What follows belongs to an exercise in optimizing a design on an open flow for small area; a production flow would make more cautious choices.
The RTL was checked by simulation tests, not by an equivalence proof against the original design.
Power is estimated from default activity; no workload was simulated.

## violet
==> flow/design.v <==
module ALU(
	input wire [7:0] X,
	input wire [7:0] B,
	input wire sub,
	output wire [7:0] S,
	output wire cout
);
	wire [7:0] b = B ^ {8{sub}};
	wire [7:0] p = X ^ b;
	wire [7:0] g = X & b;
	wire g0  = g[0] | (p[0] & sub);
	wire G10 = g[1] | (p[1] & g0);
	wire G32 = g[3] | (p[3] & g[2]), P32 = p[3] & p[2];
	wire G54 = g[5] | (p[5] & g[4]), P54 = p[5] & p[4];
	wire G76 = g[7] | (p[7] & g[6]), P76 = p[7] & p[6];
	wire G20 = g[2] | (p[2] & G10);
	wire G30 = G32 | (P32 & G10);
	wire G64 = g[6] | (p[6] & G54), P64 = p[6] & P54;
	wire G74 = G76 | (P76 & G54), P74 = P76 & P54;
	wire G40 = g[4] | (p[4] & G30);
	wire G50 = G54 | (P54 & G30);
	wire G60 = G64 | (P64 & G30);
	wire G70 = G74 | (P74 & G30);
	wire [7:0] c = {G60, G50, G40, G30, G20, G10, g0, sub};
	assign S = p ^ c;
	assign cout = G70;
endmodule
module PC(
	input wire [7:0] new_pc,
	output reg [7:0] pc,
	input wire clk,
	input wire rst_
);
	always @(posedge clk or negedge rst_)
		if (!rst_) pc <= 8'h00;
		else       pc <= new_pc;
endmodule
module REGFILE(
	input wire [7:1] selX,
	input wire [7:1] selY,
	input wire [7:1] wM,
	input wire [7:1] wE,
	input wire okE,
	input wire [7:0] M,
	input wire [7:0] E,
	output wire [7:0] X,
	output wire [7:0] Y,
	input wire clk
);
	reg [7:0] rf [1:7];
	wire [7:0] xs [0:7];
	wire [7:0] ys [0:7];
	assign xs[0] = 8'h00;
	assign ys[0] = 8'h00;
	genvar i;
	generate for (i = 1; i < 8; i = i + 1) begin : g
		wire m = wM[i];
		wire e = wE[i] & ~wM[i] & okE;
		wire h = ~(wM[i] | wE[i]);
		always @(posedge clk)
			rf[i] <= ({8{m}} & M) | ({8{e}} & E) | ({8{h}} & rf[i]);
		assign xs[i] = xs[i-1] | ({8{selX[i]}} & rf[i]);
		assign ys[i] = ys[i-1] | ({8{selY[i]}} & rf[i]);
	end endgenerate
	assign X = xs[7];
	assign Y = ys[7];
endmodule
module TINYCPU(
	output wire [7:0] ram_addr,
	output wire [7:0] ram_wdat,
	input wire [7:0] ram_rdat,
	output wire ram_rd_,ram_wr_,
	output wire [7:0] rom_addr,
	input wire [23:0] rom_data,
	input wire clk,rst_
);
	wire [3:0] ins = rom_data[23:20];
	wire [3:0] fun = rom_data[19:16];
	wire [7:0] b1  = rom_data[15:8];
	wire [7:0] b2  = rom_data[7:0];
	wire [2:0] rA  = rom_data[14:12];
	wire [2:0] rB  = rom_data[10:8];
	wire [2:0] rC  = rom_data[6:4];
	wire i_ld   = ins == 4'h1;
	wire i_st   = ins == 4'h2;
	wire i_opr  = ins == 4'h3;
	wire i_opi  = ins == 4'h4;
	wire i_jxx  = ins == 4'h5;
	wire i_push = ins == 4'h6;
	wire i_pop  = ins == 4'h7;
	wire i_call = ins == 4'h8;
	wire i_ret  = ins == 4'h9;
	wire i_hlt  = ins == 4'hf;
	wire i_nop  = ins == 4'h0;
	wire i_jmp  = i_jxx && fun == 4'h0;
	wire x_rb   = ins[3:1] == 3'b011;
	wire x_r7   = ins[3:1] == 3'b100;
	wire [7:0] pc;
	wire [7:0] X, Y, S, new_pc;
	wire cout;
	PC pc0(.new_pc(new_pc), .pc(pc), .clk(clk), .rst_(rst_));
	assign rom_addr = pc;
	wire [7:1] hA, hB, hC;
	genvar i;
	generate for (i = 1; i < 8; i = i + 1) begin : dec
		assign hA[i] = rA == i;
		assign hB[i] = rB == i;
		assign hC[i] = rC == i;
	end endgenerate
	wire [7:1] selX = x_r7 ? 7'b1000000 : x_rb ? hB : hA;
	wire [7:1] selY = i_push ? hA : hB;
	wire [7:1] wM = ({7{i_ld}} & hB) | ({7{i_pop}} & hA);
	wire [7:1] wE = ({7{i_opr}} & hC) | ({7{i_opi | i_push | i_pop}} & hB) |
	                ({7{i_call | i_ret}} & 7'b1000000);
	REGFILE regfile(.selX(selX), .selY(selY), .wM(wM), .wE(wE), .okE(ok),
	                .M(ram_rdat), .E(S), .X(X), .Y(Y), .clk(clk));
	wire [7:0] B = (i_ld | i_st | i_opi) ? b2 : (x_rb | x_r7) ? 8'h01 : Y;
	wire sub = fun[0] | i_jxx;
	wire ok = fun[3:1] == 3'b000;
	ALU alu(.X(X), .B(B), .sub(sub), .S(S), .cout(cout));
	wire eq = S == 8'h00;
	wire taken = (fun == 4'h1 && eq) || (fun == 4'h2 && !eq) ||
	             (fun == 4'h3 && !cout) || (fun == 4'h4 && cout && !eq);
	wire [1:0] len = i_hlt ? 2'd0 : (i_nop | i_ret) ? 2'd1 : (i_jmp | i_call) ? 2'd2 : 2'd3;
	wire [7:0] valP = pc + {6'b0, len};
	assign new_pc = (i_jmp | i_call) ? b1 :
	                (i_jxx & taken) ? b2 :
	                i_ret ? ram_rdat : valP;
	wire popret = i_pop | i_ret;
	wire okS = ok & ~popret;
	assign ram_addr = ({8{popret}} & X) | ({8{okS}} & S);
	assign ram_wdat = i_call ? valP : Y;
	assign ram_rd_ = ~(i_ld | i_pop | i_ret);
	assign ram_wr_ = ~(i_st | i_push | i_call);
endmodule
export LEC_CHECK = 0
export CAP_MARGIN = 20
export CORE_MARGIN = 2
export CORE_UTILIZATION = 40
export SETUP_SLACK_MARGIN = 0.3
export SLEW_MARGIN = 20
create_clock -name core_clock -period 7.0 [get_ports {clk}]
standard.sh (not shown) runs the stock make flow with config.mk's settings and CLKGATE_MAP_FILE= SYNTH_SCRIPT=/design/flow/synth_recipe.tcl, a recipe that flattens the netlist after the stock synthesis.
==> flow/flow/run.sh <==
#!/bin/bash
# Standard ORFS layout via the standard.sh, with these changes:
#  - synthesis is synth_recipe.tcl unchanged except that ABC maps the
#    combinational logic with an area-oriented script (flow/area.abc) and
#    without a222oi_1 (its pins leave met1 spacing violations after
#    detailed routing); the flip-flops are mapped before ABC runs, so they
#    are the same cells with the same names as in the standard synthesis
#  - ports are buffered with buf_2 instead of the slow clkdlybuf4s50_1
#  - CTS with clkbuf_8 only and no dummy loads
#  - no extraction of full/half adder cells before ABC (fa_1/ha_1 carry
#    chains are slow and ABC cannot restructure them)
set -euo pipefail
W=$(pwd)
sed "s#log_cmd abc {\*}\$abc_args#log_cmd abc {*}[lreplace \$abc_args 1 1 $W/flow/area.abc] -dont_use sky130_fd_sc_hd__a222oi_1#" \
  "$FLOW_HOME/scripts/synth.tcl" > "$W/synth_area.tcl"
grep -q "flow/area.abc" "$W/synth_area.tcl"
sed "s#source \$::env(SCRIPTS_DIR)/synth.tcl#source $W/synth_area.tcl#" \
  "$W/synth_recipe.tcl" > "$W/my_synth.tcl"
grep -q "synth_area.tcl" "$W/my_synth.tcl"
bash standard.sh SYNTH_SCRIPT="$W/my_synth.tcl" \
  GPL_TIMING_DRIVEN=0 \
  SETUP_SLACK_MARGIN=0.1 \
  ADDER_MAP_FILE= \
  "BUFFER_PORTS_ARGS=-buffer_cell sky130_fd_sc_hd__buf_2" \
  "CTS_ARGS=-sink_clustering_enable -repair_clock_nets -dont_use_dummy_load -buf_list sky130_fd_sc_hd__clkbuf_8" \
  finish > "$W/standard.log" 2>&1
==> flow/flow/area.abc <==
strash
&get -n
&dch -f
&nf -R 1000
&put
strash
dch -f
&get -n
&nf -R 1000 -a
&put
Both conditions hold for violet: the flow ran to the end and the final layout passed the timing, DRC and antenna checks.
diff inputs: violet => maple
diff --git a/flow/flow/run.sh b/flow/flow/run.sh
--- a/flow/flow/run.sh
+++ b/flow/flow/run.sh
@@ -9,4 +9,2 @@
 #  - CTS with clkbuf_8 only and no dummy loads
-#  - no extraction of full/half adder cells before ABC (fa_1/ha_1 carry
-#    chains are slow and ABC cannot restructure them)
 set -euo pipefail
@@ -21,4 +19,3 @@
   GPL_TIMING_DRIVEN=0 \
-  SETUP_SLACK_MARGIN=0.1 \
-  ADDER_MAP_FILE= \
+  SETUP_SLACK_MARGIN=0.05 \
   "BUFFER_PORTS_ARGS=-buffer_cell sky130_fd_sc_hd__buf_2" \
==> comparison <==
From violet to maple the numbers moved as follows: register fraction of the total cell area fell by 1.9 points; total power rose by about 4.4%; max-slew headroom at the worst pin fell by 4.4 points; register-to-register path setup slack fell by 0.58 ns; final worst-path cycle share stayed essentially flat.
maple — worst-case clock skew 0.015 ns lower, violet as reference

[port drivers added, routing unchanged]
In the flow no input, the clock included, has a driving cell. The finished layouts below were timed again as built, in two steps.
Step 1 (the two cells are an assumption about what drives the block):
set clk [get_ports {clk}]
set_driving_cell -lib_cell sky130_fd_sc_hd__clkbuf_16 $clk
set_driving_cell -lib_cell sky130_fd_sc_hd__buf_2 [delete_from_list [all_inputs] $clk]
Step 2 times the ports against the registers' clock, not the clock port: input delays grow and output delays shrink by t, the midpoint of the rising clock arrivals with the driver on.
Three values: ideal ports, drivers, drivers and shift; two values: the first two.
| run | t, ns | setup WS [ns] | worst hold slack (ns) |
|---|---|---|---|
| violet | 0.372 | 0.225 / 0.205 / 0.205 | 0.515 / 0.515 / 0.515 |
| maple | 0.381 | 0.223 / 0.198 / 0.198 | 0.469 / 0.469 / 0.469 |
After both steps every run listed still meets setup and hold. For maple, which loses most, drivers alone change the setup slack by -0.025 ns; drivers and shift together by -0.025 ns.
